What follows belongs to an exercise in optimizing a design on an open flow for small area; a production flow would make more cautious choices. In this exercise RTL edits were held to simulation tests only and were not proved equivalent to the original. Power and IR drop assume default switching activity.

$ cat flow/run.sh
#!/bin/bash
# synth_recipe.tcl (not shown) runs the flow's synth.tcl, then flattens the netlist and writes it again
# the make line also repeats each setting of config.mk as NAME=value (left out here)
make -C /OpenROAD-flow-scripts/flow DESIGN_CONFIG=/design/flow/config.mk WORK_HOME=/design/flow/orfs CLKGATE_MAP_FILE= SYNTH_SCRIPT=/design/flow/synth_recipe.tcl finish
$ cat flow/config.mk
export PLATFORM = sky130hd
export DESIGN_NAME = security_system
export DESIGN_NICKNAME = security_system
export VERILOG_FILES = /design/flow/design.v
export SDC_FILE = /design/flow/constraint.sdc
export NUM_CORES = 4
export LEC_CHECK = 0
export CAP_MARGIN = 20
export CORE_MARGIN = 2
export CORE_UTILIZATION = 40
export PLACE_DENSITY = 0.6
export SLEW_MARGIN = 20
$ cat flow/constraint.sdc
create_clock -name core_clock -period 10.0 [get_ports {CLOCK_50}]
set_input_delay 2.0000 -clock core_clock [delete_from_list [all_inputs] [get_ports {CLOCK_50}]]
set_output_delay 2.0000 -clock core_clock [all_outputs]
set_load 0.01 [all_outputs]
$ cat flow/design.v
module spi_master 
#(
	parameter bits_transfer = 8,  
	parameter counter_width = $clog2(bits_transfer),  
	parameter spi_clk_div = 28'd6250000  
)
(
    input wire CLOCK_50,
    input wire reset,  
    input wire start,  
    input miso,  
    output reg mosi,  
    output reg ss,  
    output reg spi_clk,  
    output reg busy,  
	input wire [bits_transfer-1:0] data_in,  
	output reg [bits_transfer-1:0] data_out  
);
    reg [counter_width:0] bit_count;          
    reg [bits_transfer-1:0] mosiR;          
	reg [bits_transfer-1:0] misoR;
    reg [1:0] state;              
    localparam IDLE     = 2'b00;  
    localparam LOAD     = 2'b01;  
    localparam TRANSFER = 2'b10;  
    reg [27:0] clk_div;            
    wire sclk_enable = (clk_div == 28'd0);  
    always @(posedge CLOCK_50 or negedge reset) begin
        if (!reset) begin
            clk_div <= 28'd0;
        end else begin
            clk_div <= (clk_div == 28'd0) ? spi_clk_div : clk_div - 1;  
        end
    end
    always @(posedge CLOCK_50 or negedge reset) begin
        if (!reset) begin
            state <= IDLE;
            mosi <= 0;
            spi_clk <= 0;  
				ss <= 1;  
            busy <= 0;
            bit_count <= 0;
            mosiR <= 0;
				misoR <= 0;
				data_out <= 0;
        end else begin
            case (state)
                IDLE: begin
                    spi_clk <= 0;  
						  mosi <= data_in[bits_transfer-1];  
						  bit_count <= 1;  
                    ss <= 1;  
                    busy <= 0;
						  bit_count <= 0;
						  mosiR <= 0;
                    if (!start) begin
                        state <= LOAD;
                    end
                end
                LOAD: begin
                    ss <= 0;         
                    mosiR <= data_in[bits_transfer-2:0];  
                    bit_count <= bits_transfer-1;       
                    busy <= 1;             
                    state <= TRANSFER;
                end
                TRANSFER: begin
                    if (sclk_enable) begin
                            spi_clk <= ~spi_clk;  
                        if (spi_clk) begin
                            mosi <= mosiR[bits_transfer-2];  
                            mosiR <= {mosiR[bits_transfer-3:0], 1'b0};  
									 misoR <= {misoR[bits_transfer-2:0], miso};
                            if (bit_count == 0) begin
                                state <= IDLE;  
                                ss <= 1;  
                                busy <= 0;      
										  data_out <= {misoR[bits_transfer-2:0], miso};  
                            end else begin
                                bit_count <= bit_count - 1;
                            end
								 end
								 if (~spi_clk) begin
								 end
                    end
                end
                default: state <= IDLE;
            endcase
        end
    end
endmodule
module security_system (input CLOCK_50,
    input [3:0] KEY,
    input [1:0] GPIO_0,
	 input [9:0] SW,
    output [5:0] GPIO_1,
    output [9:0] LEDR,
	 output reg [6:0] HEX0, 
    output reg [6:0] HEX1,  
    output reg [6:0] HEX2,   
    output reg [6:0] HEX3,    
    output reg [6:0] HEX4,    
    output reg [6:0] HEX5     
	 );
	parameter spi_clk_div = 28'd4; 
	parameter step_clk_div = 28'd49; 
	parameter sec_ticks = 26'd5000; 
	reg [7:0] data_in;
	wire [7:0] data_out;
	wire reset;
	wire busy_transaction;
	reg start;
	wire spi_clk;
	wire ss;
	wire miso;
	wire mosi;
	wire bits_8;
	assign reset = KEY[0];
	assign miso = GPIO_0[0];
	assign GPIO_1[0] = mosi;
	assign GPIO_1[1] = ss;
	assign GPIO_1[2] = spi_clk;
	assign LEDR[0] = busy_transaction;
	assign LEDR[8:1] = data_in[7:0];
	reg authenticated;
	reg engaged;
	assign GPIO_1[3] = authenticated;
	assign GPIO_1[4] = engaged;
	wire motionDetected;
	assign motionDetected = GPIO_0[1];  
	assign LEDR[9] = motionDetected;
	reg buzzer;
	assign GPIO_1[5] = buzzer;
	reg start_timer;
	reg test;
	spi_master 
	#(
		.bits_transfer(8), .spi_clk_div(spi_clk_div)  
	) 
	U1 (
		 CLOCK_50,           
		 reset,              
		 start,              
		 miso,               
		 mosi,               
		 ss,                 
		 spi_clk,            
		 busy_transaction,   
		 data_in,            
		 data_out            
	);
	reg [27:0] clk_div;  
    wire sclk_enable = (clk_div == 28'd0);  
    always @(posedge CLOCK_50) begin
		if (~reset)
			clk_div <= 28'd0;
		else
			clk_div <= (clk_div == 28'd0) ? step_clk_div : clk_div - 1; 
    end
	reg [2:0] process;
	reg [31:0] step;
	wire control;
	reg [31:0] currentUID;
	reg clock2;
	reg [2:0] system_state;  
	reg clock3;
	wire control2;
	wire engageSystem;
	assign engageSystem = ~KEY[1];
	reg [7:0] systemStateCommand;
	assign control = 1;  
	assign control2 = 1;  
    reg [25:0] sec_count;        
    reg [5:0] seconds;  
    reg [5:0] minutes;   
	 reg counter_is_zero;
    function [6:0] seg7;
        input [3:0] digit;
        case (digit)
            4'd0: seg7 = 7'b1000000;
            4'd1: seg7 = 7'b1111001;
            4'd2: seg7 = 7'b0100100;
            4'd3: seg7 = 7'b0110000;
            4'd4: seg7 = 7'b0011001;
            4'd5: seg7 = 7'b0010010;
            4'd6: seg7 = 7'b0000010;
            4'd7: seg7 = 7'b1111000;
            4'd8: seg7 = 7'b0000000;
            4'd9: seg7 = 7'b0010000;
            default: seg7 = 7'b1111111;  
        endcase
    endfunction
    always @(posedge CLOCK_50) begin
		  if (~reset || ~start_timer) begin
            sec_count <= 0;
        end else if (sec_count == sec_ticks - 1) begin
            sec_count <= 0;
        end else begin
            sec_count <= sec_count + 1;
        end
    end
    always @(posedge CLOCK_50) begin
		  if (~reset || ~start_timer) begin
            seconds <= 6'd60;
            minutes <= 6'd0;
				counter_is_zero <= 0;
        end else if (sec_count == sec_ticks - 1) begin
            if (seconds == 0) begin
                if (minutes > 0) begin
                    minutes <= minutes - 1;
                    seconds <= 6'd59;
                end else begin
						counter_is_zero <= 1;
					 end
            end else begin
                seconds <= seconds - 1;
            end
        end
    end
	always @(*) begin
        HEX0 = seg7(seconds % 10);        
        HEX1 = seg7(seconds / 10);        
        HEX2 = seg7(minutes % 10);              
        HEX3 = seg7(minutes / 10);           
        HEX4 = 7'b1111111;       
        HEX5 = 7'b1111111;                
    end
   always @(posedge CLOCK_50) begin
        if (~reset) begin
            step <= 0;         
            data_in <= 0;       
				authenticated <= 0;
				engaged <= 0;
				start <= 1;
				process <= 0;
				clock2 <= 0;
				clock3 <= 0;
				currentUID = 32'h00000000;
				systemStateCommand = 8'hBA;
				start_timer <= 0;
				system_state <= 2'd0;
				buzzer <= 0;
        end else begin
				if (sclk_enable)
				begin
					clock3 <= ~clock3;
					if (clock3)
					begin
						case (system_state)  
							2'd0: begin  
								engaged <= 0;  
								start_timer <= 0;
								buzzer <= 0;
								if (engageSystem)
								begin
									system_state <= 2'd1;
									authenticated <= 0;  
								end
								else
								begin
									system_state <= system_state;
								end
							end
							2'd1: begin  
								engaged <= 1;  
								if (authenticated)
								begin
									system_state <= 2'd0;
								end
								else if (motionDetected)  
								begin
									system_state <= 2'd2;
								end
								else
								begin
									system_state <= system_state;
								end
							end
							2'd2: begin  
								start_timer <= 1;
								if (authenticated)
								begin
									system_state <= 2'd0;
								end
								else if (counter_is_zero == 1)
								begin
									system_state <= 2'd3;
								end
							end
							2'd3: begin  
								if (authenticated)
								begin
									system_state <= 2'd0;
								end
								else
								begin
									buzzer <= 1;
									system_state <= system_state;
								end
							end
						endcase
					end
				end
				case (process)  
					2'd0:
					begin
						if (start == 0)
					   begin
							start <= 1;
					   end
						if (control && sclk_enable)
						begin
							clock2 <= ~clock2;
							if (clock2)
							begin
								case (step)  
								32'd0: begin
									loadData(8'hAA);  
								end
								32'd1: begin
									sendData();
								end
								32'd2: begin
									loadData(8'h00);
								end
								32'd3: begin
									sendData();
								end
								32'd4: begin
									currentUID[31:24] = data_out[7:0];
									step <= step + 1;
								end
								32'd5: begin
									loadData(8'h00);
								end
								32'd6: begin
									sendData();
								end
								32'd7: begin
									currentUID[23:16] = data_out[7:0];
									step <= step + 1;
								end
								32'd8: begin
									loadData(8'h00);
								end
								32'd9: begin
									sendData();
								end
								32'd10: begin
									currentUID[15:8] = data_out[7:0];
									step <= step + 1;
								end
								32'd11: begin
									loadData(8'h00);
								end
								32'd12: begin
									sendData();
								end
								32'd13: begin
									currentUID[7:0] = data_out[7:0];
									step <= step + 1;
								end
							   32'd14: begin
									if (currentUID[31:0] == 32'h332C1EB7 || currentUID[31:0] == 32'h336BF410)
									begin
										authenticated <= 1;
									end
									step <= step + 1;
								end
								32'd15: begin
									if (system_state == 2'd0)
									begin
										systemStateCommand = 8'hBA;
									end
									else if (system_state == 2'd1)
									begin
										systemStateCommand = 8'hBB;
									end
									else if (system_state == 2'd2)
									begin
										systemStateCommand = 8'hBC;
									end
									else if (system_state == 2'd3)
									begin
										systemStateCommand = 8'hBD;
									end
									step <= step + 1;
								end
								32'd16: begin
									loadData(systemStateCommand);
								end
								32'd17: begin
									sendData();
								end
								32'd18: begin
									  step <= 32'd0;
								end
								endcase
							end
						end
					end
				endcase
        end
   end  
	task loadData;
		input [7:0] data;
		data_in <= data;
		step <= step + 1;
	endtask
	task sendData;
		start <= 0;
		step <= step + 1;
	endtask
endmodule
==> notes.md <==
vias between 8000 and 9000; setup bufs post-CTS 0; crit path DAT between 5 and 6 ns; CP Cell Sequence inv_1 > ha_1 > or2_1 > ha_1 > nand4b_1 > o21ai_0 > o21ai_1 > inv_2 > xnor2_1 > ha_1 > inv_1 > a31oi_1 > o221a_2 > nand4_1 > a311oi_1 > a21oi_1 > clkdlybuf4s50_1; CTS tree done; n_diodes 0; endpoints failing setup 0; area grow syn2layout 13.1%; RSZ-0062 raised after global routing false; count of pins over their slew limit 0; Pleak 5.02 nW; Avg Vias per Cell a little over 5; Synth Warn # 2; Min-Delay Path Class reg -> reg; delay-heaviest family, CP compound AO/OA/AOI/OAI gates; worst path bufs/invs 4; Power Dens Cells between 150 and 200 nW/um^2; Crit Path Category reg -> out; Clk Latency, worst-skew pair about 0.5 ns; first-pass GRT wire length between 30000 and 40000 um; WHS Endpoint sec_count[0]; Synth Area per Inst between 9 and 10 sq um; ANT nets after route 0; hold buffers post-CTS 0; clock-pin transition on the worst setup and hold timing paths about 0.060 ns; outcome no timing/DRC/antenna violations; Setup crit start kind flop; Worst path most repeated cell ha_1; Largest stage delay, worst path 0.57 ns; Period Utilization, post-route between 70% and 80%; post-route setup slack ~2.8 ns; register area share after synthesis 40.9%; Max VDD drop 0.0985 mV; I/O Pins 75; Maximum Capacitance Violations 0; Area contributors post-synth dfxtp_1 (27%), dfrtp_1 (14%), ha_1 (5.8%); DRT Pass-1 Iters 4; Netlist Area Pre-Place ~11000 sq um; Synth cell types between 80 and 90; most frequent cells in the layout dfxtp_1 (148), nor2_1 (127), nand2_1 (79), dfrtp_1 (59); Worst EP required about 8.0 ns; Nets 1287; most common library cell in the layout ignoring fill and taps dfxtp_1; area of the core ~27000 sq um; cell count after synthesis between 1000 and 1500; H-tree depth 1; Post-synth EDFFs 0; crit path max fanout 13; proportion of layout cells with a drive suffix above 1 approximately 7.3%; DR DRC count 0; Initial DRC Count roughly 550; Final Critical Period between 7 and 8 ns; Post-DP HPWL 14200 um; Fill cells about 2600; Fmax roughly 140 MHz; slew margin rel. approximately a third; reg2reg start U1.clk_div[15]; Final Power ~2.2 mW; Slowest cell on crit path dfxtp_1; Critical Path Sink Type output port; Post-Route WL 21000 um; r2r endpoint U1.data_out[1]; CTS Root Buffer Type clkbuf_16; Yosys top cell area share 27.2%; asr flop ratio synth around 29%; pre-CTS worst setup slack 3.38 ns; vias in the first global route about 7700; reg2reg path depth 6; worst hold stages 1; clock sink total 208; initial antenna violation count 0; # resized after CTS 0; Total GRT Usage 14.7%; Reg2Reg Setup Slack between 6 and 7 ns; synthesis-stage register bit count about 210; post-synth top area cell dfxtp_1; initial core utilization 40.6%; die span in x about 170 um; # rows 60; final hold vios 0; Wirelength per Cell ~13 um; chip height approximately 170 um; Die ar. between 20000 and 30000 sq um; Num CTS Buffers 23; main flop type after synthesis dfxtp_1; Setup TNS 0 ns; Core Util, Final around 46%; port bufs 47; clk_skew between 0.01 and 0.015 ns; Routability Congestion ~0.78; total grt overflow 0; worst-margin pin slew roughly 1.0 ns; largest net degree at the start of global routing between 60 and 70; hold path startpoint sec_count[0]; Max Buffers Root-to-Sink 3
==> layer usage <==
metal	global-route usage (%)	wire length, um
met1	21.0	10700
met2	23.5	9320
met3	1.91	549
met4	3.90	400
met5	0	0
==> report_power, final <==
group          internal, mW  switching (mW)
clock network         0.567           0.338
logic                 0.143           0.169
registers             0.885          0.0521
total                  1.59           0.559
==> cell usage after synthesis (32+ instances only) <==
master      n
nor2_1    128
inv_1      49
ha_1       51
o21ai_0    49
dfxtp_1   148
a21oi_1    35
clkbuf_1   38
dfrtp_1    59
mux2i_1    42
nor3_1     36
xnor2_1    51
and2_1     38
nand3_1    32
nor2b_1    49
nand2_1    79
==> logic make-up after synthesis <==
kind of cell,synth area share (%)
XOR/XNOR,6.34
multiplexers,6.02
AND/OR/NAND/NOR,24.4
other,0.0688
adder cells (fa/ha/maj),5.94
flip-flops,40.9
AO/OA/AOI/OAI,11.2
buffers and inverters,5.05
==> layout make-up <==
| class | instances | area, sq um | area share [%] |
|---|---|---|---|
| Clock inverter | 10 | 161 | 1.31 |
| Multi-Input combinational cell | 886 | 5950 | 48.2 |
| Clock buffer | 32 | 661 | 5.35 |
| Tap cell | 341 | 427 | 3.46 |
| Timing Repair Buffer | 50 | 490 | 3.98 |
| Sequential cell | 208 | 4470 | 36.2 |
| Inverter | 50 | 188 | 1.52 |
==> registers in the layout (all words and copies together), names as in the netlist, 2 cells and up <==
name	cells
currentUID	32
step	32
U1.clk_div	28
clk_div	28
sec_count	26
U1.data_out	8
U1.misoR	7
U1.mosiR	7
minutes	6
seconds	6
data_in	5
U1.bit_count	4
systemStateCommand	3
U1.state	2
system_state	2
==> stage by stage <==
| step | cells | cell area, sq um | hold slack [ns] |
|---|---|---|---|
| 2_1_floorplan | 1213 | 11000 | 0.394 |
| 3_3_place_gp | 1535 | 11500 | 0.430 |
| 3_5_place_dp | 1535 | 11500 | 0.440 |
| 4_1_cts | 1577 | 12300 | 0.453 |
| 5_1_grt | 1577 | 12300 | 0.476 |
| 6_report | 1577 | 12300 | 0.448 |
==> how the worst max path moves through the flow <==
stage,from,endpoint,slack [ns],cells after the start
detailed placement,seconds[4],HEX0[0],3.38,17
global placement,seconds[4],HEX0[0],3.42,17
floorplan,seconds[4],HEX0[0],4.17,19
finish,seconds[4],HEX0[3],2.80,17
global route,seconds[4],HEX0[3],2.23,17
CTS,seconds[4],HEX0[3],2.81,17
==> worst reg2reg max path, delay by kind of cell, from the launching register on <==
family / cells / cell delay [ns]
mux: 1 / 0.39
flops: 1 / 0.39
simple gates: 5 / 2.96

-- re-timing with driven ports --
In the flow no input, the clock included, has a driving cell. The finished layout below was timed again as built, in two steps.
Step 1 assumes that a clkbuf_16 drives the clock port and a buf_2 every other input.
Step 2 moves the port delays by t, midway between the first and last clock arrival at a register: inputs arrive t later, outputs are due t later. That takes back most of the time a late clock gives input paths.
Three values: no drivers, after step 1, after step 2; two values: the first two.
t, ns: 0.545
slack for setup (ns): 2.802 / 2.758 / 3.303
worst setup path after step 2: register to output
clock arrival spread, ns: 0.016 / 0.016
worst data-port slew with drivers (ns): 0.04
After both steps setup and hold are still met in this run. For this run, drivers alone change the setup slack by -0.044 ns; drivers and shift together by +0.501 ns.
